Source: an optimization exercise on an open RTL-to-GDS flow (aim: small area). Production flows keep margins and buffers that such runs may drop.
Function was checked by simulation only, so behaviour that the tests miss may differ from the original.
No driver is modelled on the clock port, so clock power and skew are understated where the tree is cut down; a real chip needs a root buffer or a tree.
Power and IR drop assume default switching activity.

==> module flight_top, before the edit <==
module flight_top (
    input  logic        clk100mhz,
    input  logic        btnC,
    input  logic [15:0] sw,
    output logic [15:0] led
);
    logic rst;
    assign rst = btnC;
    logic [16:0] m;
    logic        fresh;    
    logic        upd;
    assign upd = m[16] & m[15] & m[10] & m[9] & m[7] & m[5];
    always_ff @(posedge clk100mhz) begin
        if (rst) m <= 17'd0;
        else     m <= (m + 17'd1) & ~({17{upd}} & 17'd100000);
        fresh <= rst | (fresh & ~upd);
    end
    logic [4:0] t;
    assign t = m[4:0];
    logic hz, p1, p2;
    assign hz = (m[16:7] == 10'd0);
    assign p1 = hz & ~m[6] &  m[5] & ~t[4];     
    assign p2 = hz &  m[6] & ~m[5];             
    logic lo8, lo16, t0, t31;
    assign lo8  = ~t[4] & ~t[3];
    assign lo16 = ~t[4];
    assign t0   = (t == 5'd0);
    assign t31  = (t == 5'd31);
    logic [7:0]  L, N, C, Il;
    logic [15:0] R, E, Ih;
    logic [12:0] P;
    logic [7:0]  V;
    logic L_t, N_t, C_t, Il_t, R_t, E_t, Ih_t, P_t;
    assign L_t  = L[7];
    assign N_t  = N[7];
    assign C_t  = C[7];
    assign Il_t = Il[7];
    assign R_t  = R[15];
    assign E_t  = E[15];
    assign Ih_t = Ih[15];
    assign P_t  = P[12];
    logic vsel, astr;
    assign vsel = V[t[2:0]];
    assign astr = t[3] ? vsel : L_t;
    logic cr_q, cr_in, r_x, r_s, r_c;
    assign cr_in = t0 ? 1'b0 : cr_q;
    assign r_x   = lo8 & (m[6] ? C_t : N_t);
    assign {r_c, r_s} = R_t + r_x + cr_in;
    logic nf_q, nf_in, neg_o;
    assign nf_in = t0 ? 1'b0 : nf_q;
    assign neg_o = astr ^ nf_in;
    logic sg_q;
    logic g1, g3, g5, g7;
    assign g1 = (t[3:0] != 4'd0);
    assign g3 = t[3] | t[2] | (t[1] & t[0]);
    assign g5 = t[3] | (t[2] & (t[1] | t[0]));
    assign g7 = t[3] | (t[2] & t[1] & t[0]);
    logic x1, x2, x3, x4, x5;
    assign x1 = m[6] ? astr : (g7 & E[6]);
    assign x2 = m[6] ? R_t  : ~(g3 & E[2]);
    assign x3 = m[6] ? (lo8 ? Il_t : Ih_t) : ~(g5 & P[2]);
    assign x4 = m[6] ? (t[4] ? sg_q : E_t) : ~(g3 & P[0]);
    assign x5 = g1 & Ih[8];
    logic [3:0] k_q, k_in;
    assign k_in = t0 ? {1'b0, 1'b1, ~m[6], ~m[6]} : k_q;
    logic sa, ca, sb, cb, sc, cc, sd, cd;
    assign {ca, sa} = x1 + x2 + k_in[0];
    assign {cb, sb} = x3 + x4 + k_in[1];
    assign {cc, sc} = x5 + sa + k_in[2];
    assign {cd, sd} = sb + sc + k_in[3];
    logic d_s, i_s;
    assign d_s = sa;
    assign i_s = sb;
    always_ff @(posedge clk100mhz) begin
        cr_q <= r_c;
        nf_q <= nf_in | astr;
        sg_q <= t[4] ? sg_q : E_t;
        k_q  <= {cd, cc, cb, ca};
    end
    logic w_l, w_n1, w_n2, w_r, w_e, w_p, w_il, w_ih;
    assign w_l  = p2 & lo8;
    assign w_n1 = p1 & t[3];
    assign w_n2 = p2 & ~t[4] & t[3];
    assign w_r  = (p1 | p2) & lo16;
    assign w_e  = p2 & lo16;
    assign w_p  = p2 & (t < 5'd13);
    assign w_il = p2 & lo8;
    assign w_ih = p2 & (t[4] ^ t[3]);
    logic L_h, N_h, C_h, R_h, E_h, P_h, Il_h, Ih_h;
    assign L_h  = ~fresh & (w_l  ? d_s : L_t);
    assign N_h  = w_n1 ? sd : w_n2 ? d_s : N_t;
    assign C_h  = ~fresh & (w_n2 ? N_t : C_t);
    assign R_h  = ~fresh & (w_r  ? r_s : R_t);
    assign E_h  = w_e  ? neg_o : E_t;
    assign P_h  = ~fresh & (w_p  ? E_t : P_t);
    assign Il_h = ~fresh & (w_il ? i_s : Il_t);
    assign Ih_h = ~fresh & (w_ih ? i_s : Ih_t);
    always_ff @(posedge clk100mhz) begin
        L  <= {L[6:0], L_h};
        C  <= {C[6:0], C_h};
        R  <= {R[14:0], R_h};
        E  <= {E[14:0], E_h};
        P  <= {P[11:0], P_h};
        Il <= {Il[6:0], Il_h};
        Ih <= {Ih[14:0], Ih_h};
        if (upd)
            N <= {sw[1], sw[2], sw[3], sw[4], sw[5], sw[6], sw[7], sw[0]};
        else
            N <= {N[6:0], N_h};
        if (rst)      V <= 8'd0;
        else if (upd) V <= {N[0], N[1], N[2], N[3], N[4], N[5], N[6], N[7]};
    end
    assign led = {8'd0, V};
endmodule
clock: 10.0 ns
lec_check: 0
cap_margin: 20
core_margin: 2
core_utilization: 75
place_density: 0.85
slew_margin: 20
standard.sh (not shown) runs the stock make flow with config.mk's settings and CLKGATE_MAP_FILE= SYNTH_SCRIPT=/design/flow/synth_recipe.tcl, a recipe that flattens the netlist after the stock synthesis.
==> flow/flow/run.sh <==
#!/bin/bash
# Standard layout with: small port buffers, one shared tie cell, logic gates
# at their smallest drive strength, and a hand-made clock tree (the clock
# port drives four clkbuf_16, each feeding one cluster of flip-flops).
set -euo pipefail
F="$PWD/flow"
bash standard.sh finish \
  SKIP_REPAIR_TIE_FANOUT=1 \
  POST_FLOORPLAN_TCL="$F/downsize.tcl" \
  BUFFER_PORTS_ARGS="-buffer_cell sky130_fd_sc_hd__buf_1" \
  PRE_CTS_TCL="$F/mtree.tcl" \
  POST_CTS_TCL="$F/mpost.tcl" \
  CTS_ARGS="-clk_nets clk100mhz -sink_clustering_enable -repair_clock_nets -dont_use_dummy_load -buf_list sky130_fd_sc_hd__clkbuf_4" \
  > make.log 2>&1
Other scripts of this flow, unchanged in this note and not shown: flow/flow/downsize.tcl, flow/flow/mpost.tcl, flow/flow/mtree.tcl
Then changed:
--- a/flow/design.v
+++ b/flow/design.v
@@ -46,8 +46,7 @@
     assign cr_in = t0 ? 1'b0 : cr_q;
     assign r_x   = lo8 & (m[6] ? C_t : N_t);
     assign {r_c, r_s} = R_t + r_x + cr_in;
-    logic nf_q, nf_in, neg_o;
-    assign nf_in = t0 ? 1'b0 : nf_q;
+    logic nf_in, neg_o;
     assign neg_o = astr ^ nf_in;
     logic sg_q;
     logic g1, g3, g5, g7;
@@ -62,20 +61,23 @@
     assign x4 = m[6] ? (t[4] ? sg_q : E_t) : ~(g3 & P[0]);
     assign x5 = g1 & Ih[8];
     logic [3:0] k_q, k_in;
-    assign k_in = t0 ? {1'b0, 1'b1, ~m[6], ~m[6]} : k_q;
+    assign k_in = t0 ? {1'b0, ~m[6], ~m[6], ~m[6]} : k_q;
     logic sa, ca, sb, cb, sc, cc, sd, cd;
     assign {ca, sa} = x1 + x2 + k_in[0];
     assign {cb, sb} = x3 + x4 + k_in[1];
     assign {cc, sc} = x5 + sa + k_in[2];
     assign {cd, sd} = sb + sc + k_in[3];
+    assign nf_in = k_in[2];
+    assign sg_q  = k_q[3];
     logic d_s, i_s;
     assign d_s = sa;
     assign i_s = sb;
     always_ff @(posedge clk100mhz) begin
         cr_q <= r_c;
-        nf_q <= nf_in | astr;
-        sg_q <= t[4] ? sg_q : E_t;
-        k_q  <= {cd, cc, cb, ca};
+        k_q[0] <= ca;
+        k_q[1] <= cb;
+        k_q[2] <= m[6] ? (nf_in | astr) : cc;
+        k_q[3] <= m[6] ? (t[4] ? sg_q : E_t) : cd;
     end
     logic w_l, w_n1, w_n2, w_r, w_e, w_p, w_il, w_ih;
     assign w_l  = p2 & lo8;
@@ -88,10 +90,10 @@
     assign w_ih = p2 & (t[4] ^ t[3]);
     logic L_h, N_h, C_h, R_h, E_h, P_h, Il_h, Ih_h;
     assign L_h  = ~fresh & (w_l  ? d_s : L_t);
-    assign N_h  = w_n1 ? sd : w_n2 ? d_s : N_t;
+    assign N_h  = w_n1 ? sd : w_n2 ? d_s : N_t;      
     assign C_h  = ~fresh & (w_n2 ? N_t : C_t);
     assign R_h  = ~fresh & (w_r  ? r_s : R_t);
-    assign E_h  = w_e  ? neg_o : E_t;
+    assign E_h  = w_e  ? neg_o : E_t;                
     assign P_h  = ~fresh & (w_p  ? E_t : P_t);
     assign Il_h = ~fresh & (w_il ? i_s : Il_t);
     assign Ih_h = ~fresh & (w_ih ? i_s : Ih_t);
Outcome:
- worst hold slack got worse by 16 ps
- routed wire length fell by roughly a tenth
- register-to-register slack hardly moves
- sequential share of layout area fell by 0.16 points
- die area fell slightly
- global-route usage fell by 1.3 points
- final area fell slightly
- clock power fell by a few percent
- utilization fell by 0.55 points
- clock skew rose by 14 ps
- combinational power rose by well over a third
- via count fell by a few percent
No run of this note takes its clock network from TritonCTS; it comes from the design's own scripts or RTL.

* * *

pepper:
Another version of the RTL of flight_top (not shown whole).
Size in the first run: about 340 cells after synthesis, about 130 flip-flops, roughly 34 I/O pins.
==> module flight_top, before the edit <==
module flight_top (
    input  logic        clk100mhz,
    input  logic        btnC,
    input  logic [15:0] sw,
    output logic [15:0] led
);
    logic rst;
    assign rst = btnC;
    logic [16:0] m;
    logic        fresh;    
    logic        upd;
    assign upd = m[16] & m[15] & m[10] & m[9] & m[7] & m[5];
    always_ff @(posedge clk100mhz) begin
        if (rst)      m <= 17'd0;
        else if (upd) m <= 17'd1;
        else          m <= m + 17'd1;
        fresh <= rst | (fresh & ~upd);
    end
    logic [4:0] t;
    assign t = m[4:0];
    logic hz, p1, p2;
    assign hz = (m[16:7] == 10'd0);
    assign p1 = hz & ~m[6] &  m[5] & ~t[4];     
    assign p2 = hz &  m[6] & ~m[5];             
    logic lo8, lo16, t0, t31;
    assign lo8  = ~t[4] & ~t[3];
    assign lo16 = ~t[4];
    assign t0   = (t == 5'd0);
    assign t31  = (t == 5'd31);
    logic [7:0]  L, N, C, Il;
    logic [15:0] R, E, Ih;
    logic [12:0] P;
    logic [7:0]  V;
    logic L_t, N_t, C_t, Il_t, R_t, E_t, Ih_t, P_t;
    assign L_t  = L[7];
    assign N_t  = N[7];
    assign C_t  = C[7];
    assign Il_t = Il[7];
    assign R_t  = R[15];
    assign E_t  = E[15];
    assign Ih_t = Ih[15];
    assign P_t  = P[12];
    logic vsel, astr;
    assign vsel = V[t[2:0]];
    assign astr = t[3] ? vsel : L_t;
    logic cr_q, cr_in, r_x, r_s, r_c;
    assign cr_in = t0 ? 1'b0 : cr_q;
    assign r_x   = lo8 & (p1 ? N_t : C_t);
    assign {r_c, r_s} = R_t + r_x + cr_in;
    logic cd_q, cd_in, d_s, d_c;
    assign cd_in = t0 ? 1'b0 : cd_q;
    assign {d_c, d_s} = astr + R_t + cd_in;
    logic nf_q, nf_in, neg_o;
    assign nf_in = t0 ? 1'b0 : nf_q;
    assign neg_o = astr ^ nf_in;
    logic ci_q, ci_in, sg_q, i_a, i_b, i_s, i_c;
    assign ci_in = t0 ? 1'b0 : ci_q;
    assign i_a   = lo8 ? Il_t : Ih_t;
    assign i_b   = t[4] ? sg_q : E_t;
    assign {i_c, i_s} = i_a + i_b + ci_in;
    logic g1, g3, g5, g7;
    assign g1 = (t[3:0] != 4'd0);
    assign g3 = t[3] | t[2] | (t[1] & t[0]);
    assign g5 = t[3] | (t[2] & (t[1] | t[0]));
    assign g7 = t[3] | (t[2] & t[1] & t[0]);
    logic x1, x2, x3, x4, x5;
    assign x1 =   g7 & E[6];
    assign x2 = ~(g3 & E[2]);
    assign x3 = ~(g5 & P[2]);
    assign x4 = ~(g3 & P[0]);
    assign x5 =   g1 & Ih[8];
    logic [3:0] k_q, k_in;
    assign k_in = t0 ? 4'b0111 : k_q;
    logic sa, ca, sb, cb, sc, cc, sd, cd;
    assign {ca, sa} = x1 + x2 + k_in[0];
    assign {cb, sb} = x3 + x4 + k_in[1];
    assign {cc, sc} = x5 + sa + k_in[2];
    assign {cd, sd} = sb + sc + k_in[3];
    always_ff @(posedge clk100mhz) begin
        cr_q <= r_c;
        cd_q <= d_c;
        nf_q <= nf_in | astr;
        ci_q <= i_c;
        sg_q <= t[4] ? sg_q : E_t;
        k_q  <= {cd, cc, cb, ca};
    end
    logic w_l, w_n1, w_n2, w_r, w_e, w_p, w_il, w_ih;
    assign w_l  = p2 & lo8;
    assign w_n1 = p1 & t[3];
    assign w_n2 = p2 & ~t[4] & t[3];
    assign w_r  = (p1 | p2) & lo16;
    assign w_e  = p2 & lo16;
    assign w_p  = p2 & (t < 5'd13);
    assign w_il = p2 & lo8;
    assign w_ih = p2 & (t[4] ^ t[3]);
    logic L_h, N_h, C_h, R_h, E_h, P_h, Il_h, Ih_h;
    assign L_h  = ~fresh & (w_l  ? d_s : L_t);
    assign N_h  = ~fresh & (w_n1 ? sd : w_n2 ? d_s : N_t);
    assign C_h  = ~fresh & (w_n2 ? N_t : C_t);
    assign R_h  = ~fresh & (w_r  ? r_s : R_t);
    assign E_h  = ~fresh & (w_e  ? neg_o : E_t);
    assign P_h  = ~fresh & (w_p  ? E_t : P_t);
    assign Il_h = ~fresh & (w_il ? i_s : Il_t);
    assign Ih_h = ~fresh & (w_ih ? i_s : Ih_t);
    always_ff @(posedge clk100mhz) begin
        L  <= {L[6:0], L_h};
        C  <= {C[6:0], C_h};
        R  <= {R[14:0], R_h};
        E  <= {E[14:0], E_h};
        P  <= {P[11:0], P_h};
        Il <= {Il[6:0], Il_h};
        Ih <= {Ih[14:0], Ih_h};
        if (upd)
            N <= {sw[1], sw[2], sw[3], sw[4], sw[5], sw[6], sw[7], sw[0]};
        else
            N <= {N[6:0], N_h};
        if (rst)      V <= 8'd0;
        else if (upd) V <= {N[0], N[1], N[2], N[3], N[4], N[5], N[6], N[7]};
    end
    assign led = {8'd0, V};
endmodule
export LEC_CHECK = 0
export CAP_MARGIN = 20
export CORE_MARGIN = 2
export CORE_UTILIZATION = 75
export PLACE_DENSITY = 0.85
export SLEW_MARGIN = 20
create_clock -name core_clock -period 10.0 [get_ports {clk100mhz}]
==> flow/flow/run.sh <==
#!/bin/bash
# Standard layout, with small port buffers and a clock tree without dummy loads.
set -euo pipefail
bash standard.sh finish \
  BUFFER_PORTS_ARGS="-buffer_cell sky130_fd_sc_hd__buf_1" \
  CTS_ARGS="-sink_clustering_enable -repair_clock_nets -dont_use_dummy_load -sink_clustering_size 20 -sink_clustering_max_diameter 60 -buf_list sky130_fd_sc_hd__clkbuf_4" \
  > make.log 2>&1
Setup changes, pepper to yarrow
-- flow/design.v --
<<< pepper, line 12
    assign upd = m[16] & m[15] & m[10] & m[9] & m[7] & m[5];
    always_ff @(posedge clk100mhz) begin
        if (rst)      m <= 17'd0;
        else if (upd) m <= 17'd1;
        else          m <= m + 17'd1;
        fresh <= rst | (fresh & ~upd);
    end
>>> yarrow, line 12
    assign upd = m[16] & m[15] & m[10] & m[9] & m[7] & m[5];
    always_ff @(posedge clk100mhz) begin
        if (rst) m <= 17'd0;
        else     m <= (m + 17'd1) & ~({17{upd}} & 17'd100000);
        fresh <= rst | (fresh & ~upd);
    end
<<< pepper, line 46
    logic cr_q, cr_in, r_x, r_s, r_c;
    assign cr_in = t0 ? 1'b0 : cr_q;
    assign r_x   = lo8 & (p1 ? N_t : C_t);
    assign {r_c, r_s} = R_t + r_x + cr_in;
    logic cd_q, cd_in, d_s, d_c;
    assign cd_in = t0 ? 1'b0 : cd_q;
    assign {d_c, d_s} = astr + R_t + cd_in;
    logic nf_q, nf_in, neg_o;
    assign nf_in = t0 ? 1'b0 : nf_q;
    assign neg_o = astr ^ nf_in;
    logic ci_q, ci_in, sg_q, i_a, i_b, i_s, i_c;
    assign ci_in = t0 ? 1'b0 : ci_q;
    assign i_a   = lo8 ? Il_t : Ih_t;
    assign i_b   = t[4] ? sg_q : E_t;
    assign {i_c, i_s} = i_a + i_b + ci_in;
    logic g1, g3, g5, g7;
    assign g1 = (t[3:0] != 4'd0);
>>> yarrow, line 45
    logic cr_q, cr_in, r_x, r_s, r_c;
    assign cr_in = t0 ? 1'b0 : cr_q;
    assign r_x   = lo8 & (m[6] ? C_t : N_t);
    assign {r_c, r_s} = R_t + r_x + cr_in;
    logic nf_q, nf_in, neg_o;
    assign nf_in = t0 ? 1'b0 : nf_q;
    assign neg_o = astr ^ nf_in;
    logic sg_q;
    logic g1, g3, g5, g7;
    assign g1 = (t[3:0] != 4'd0);
<<< pepper, line 65
    assign g7 = t[3] | (t[2] & t[1] & t[0]);
    logic x1, x2, x3, x4, x5;
    assign x1 =   g7 & E[6];
    assign x2 = ~(g3 & E[2]);
    assign x3 = ~(g5 & P[2]);
    assign x4 = ~(g3 & P[0]);
    assign x5 =   g1 & Ih[8];
    logic [3:0] k_q, k_in;
    assign k_in = t0 ? 4'b0111 : k_q;
    logic sa, ca, sb, cb, sc, cc, sd, cd;
    assign {ca, sa} = x1 + x2 + k_in[0];
>>> yarrow, line 57
    assign g7 = t[3] | (t[2] & t[1] & t[0]);
    logic x1, x2, x3, x4, x5;
    assign x1 = m[6] ? astr : (g7 & E[6]);
    assign x2 = m[6] ? R_t  : ~(g3 & E[2]);
    assign x3 = m[6] ? (lo8 ? Il_t : Ih_t) : ~(g5 & P[2]);
    assign x4 = m[6] ? (t[4] ? sg_q : E_t) : ~(g3 & P[0]);
    assign x5 = g1 & Ih[8];
    logic [3:0] k_q, k_in;
    assign k_in = t0 ? {1'b0, 1'b1, ~m[6], ~m[6]} : k_q;
    logic sa, ca, sb, cb, sc, cc, sd, cd;
    assign {ca, sa} = x1 + x2 + k_in[0];
<<< pepper, line 77
    assign {cc, sc} = x5 + sa + k_in[2];
    assign {cd, sd} = sb + sc + k_in[3];
    always_ff @(posedge clk100mhz) begin
        cr_q <= r_c;
        cd_q <= d_c;
        nf_q <= nf_in | astr;
        ci_q <= i_c;
        sg_q <= t[4] ? sg_q : E_t;
        k_q  <= {cd, cc, cb, ca};
>>> yarrow, line 69
    assign {cc, sc} = x5 + sa + k_in[2];
    assign {cd, sd} = sb + sc + k_in[3];
    logic d_s, i_s;
    assign d_s = sa;
    assign i_s = sb;
    always_ff @(posedge clk100mhz) begin
        cr_q <= r_c;
        nf_q <= nf_in | astr;
        sg_q <= t[4] ? sg_q : E_t;
        k_q  <= {cd, cc, cb, ca};
--- outcome ---
Post-route worst setup slack sits lower in yarrow than in pepper.
Taking pepper as the reference point, the power per standard cell area of yarrow rises by 1.7%.
yarrow ends up with a width of the chip that is 0.49% lower than in pepper.
Taking pepper as the reference, in yarrow final hold slack went down; cell area lost about 0.8%.
Across yarrow and pepper, none had a timing, DRC or antenna violation.
Sort yarrow and pepper by net switching power desc -> top: yarrow
yarrow vs pepper: final cell count down in yarrow
Sort yarrow and pepper by number of detailed-route iterations in the first pass, descending, and pepper comes first.
When yarrow is measured against pepper, its sum of routed wire segments on met1 turns out about 0.34% lower.
yarrow vs pepper — total leakage power rose about 0.7%.
When the final numbers for yarrow and pepper were put side by side, the maximum frequency turned out to be greater in pepper.
In the route summary, yarrow ends up with a via count exceeding that of pepper.
On internal power contribution, yarrow tracks pepper almost exactly.
yarrow gives more area growth from synthesis to layout than pepper did.

static timing again, ports no longer ideal:
The results above use ideal ports. As a check the final layouts listed here were re-extracted and re-timed, cells and wires unchanged. Step 1 sets driving cells, clkbuf_16 on the clock port and buf_2 on the other inputs (assumed; they add their load-dependent delay and slew). Step 2 adds t to the input delays and takes it off the output delays; t is the mean of the earliest and latest rising clock arrival at the registers after step 1. Input paths then give back, and output paths get back, about the clock's delay inside the block. a / b / c = no drivers / after step 1 / after step 2; a / b = the first two.
| run | shift t [ns] | slack for setup (ns) | clock arrival spread, ns | worst data-port slew with drivers (ns) |
|---|---|---|---|---|
| the first run of note 1 | 0.234 | 6.217 / 6.217 / 6.217 | 0.007 / 0.008 | 0.04 |
| the second run of note 1 | 0.234 | 6.211 / 6.211 / 6.211 | 0.025 / 0.025 | 0.04 |
| pepper | 0.501 | 6.355 / 6.355 / 6.355 | 0.048 / 0.048 | 0.05 |
| yarrow | 0.522 | 6.330 / 6.330 / 6.330 | 0.038 / 0.038 | 0.04 |
After both steps every run listed still meets setup and hold.
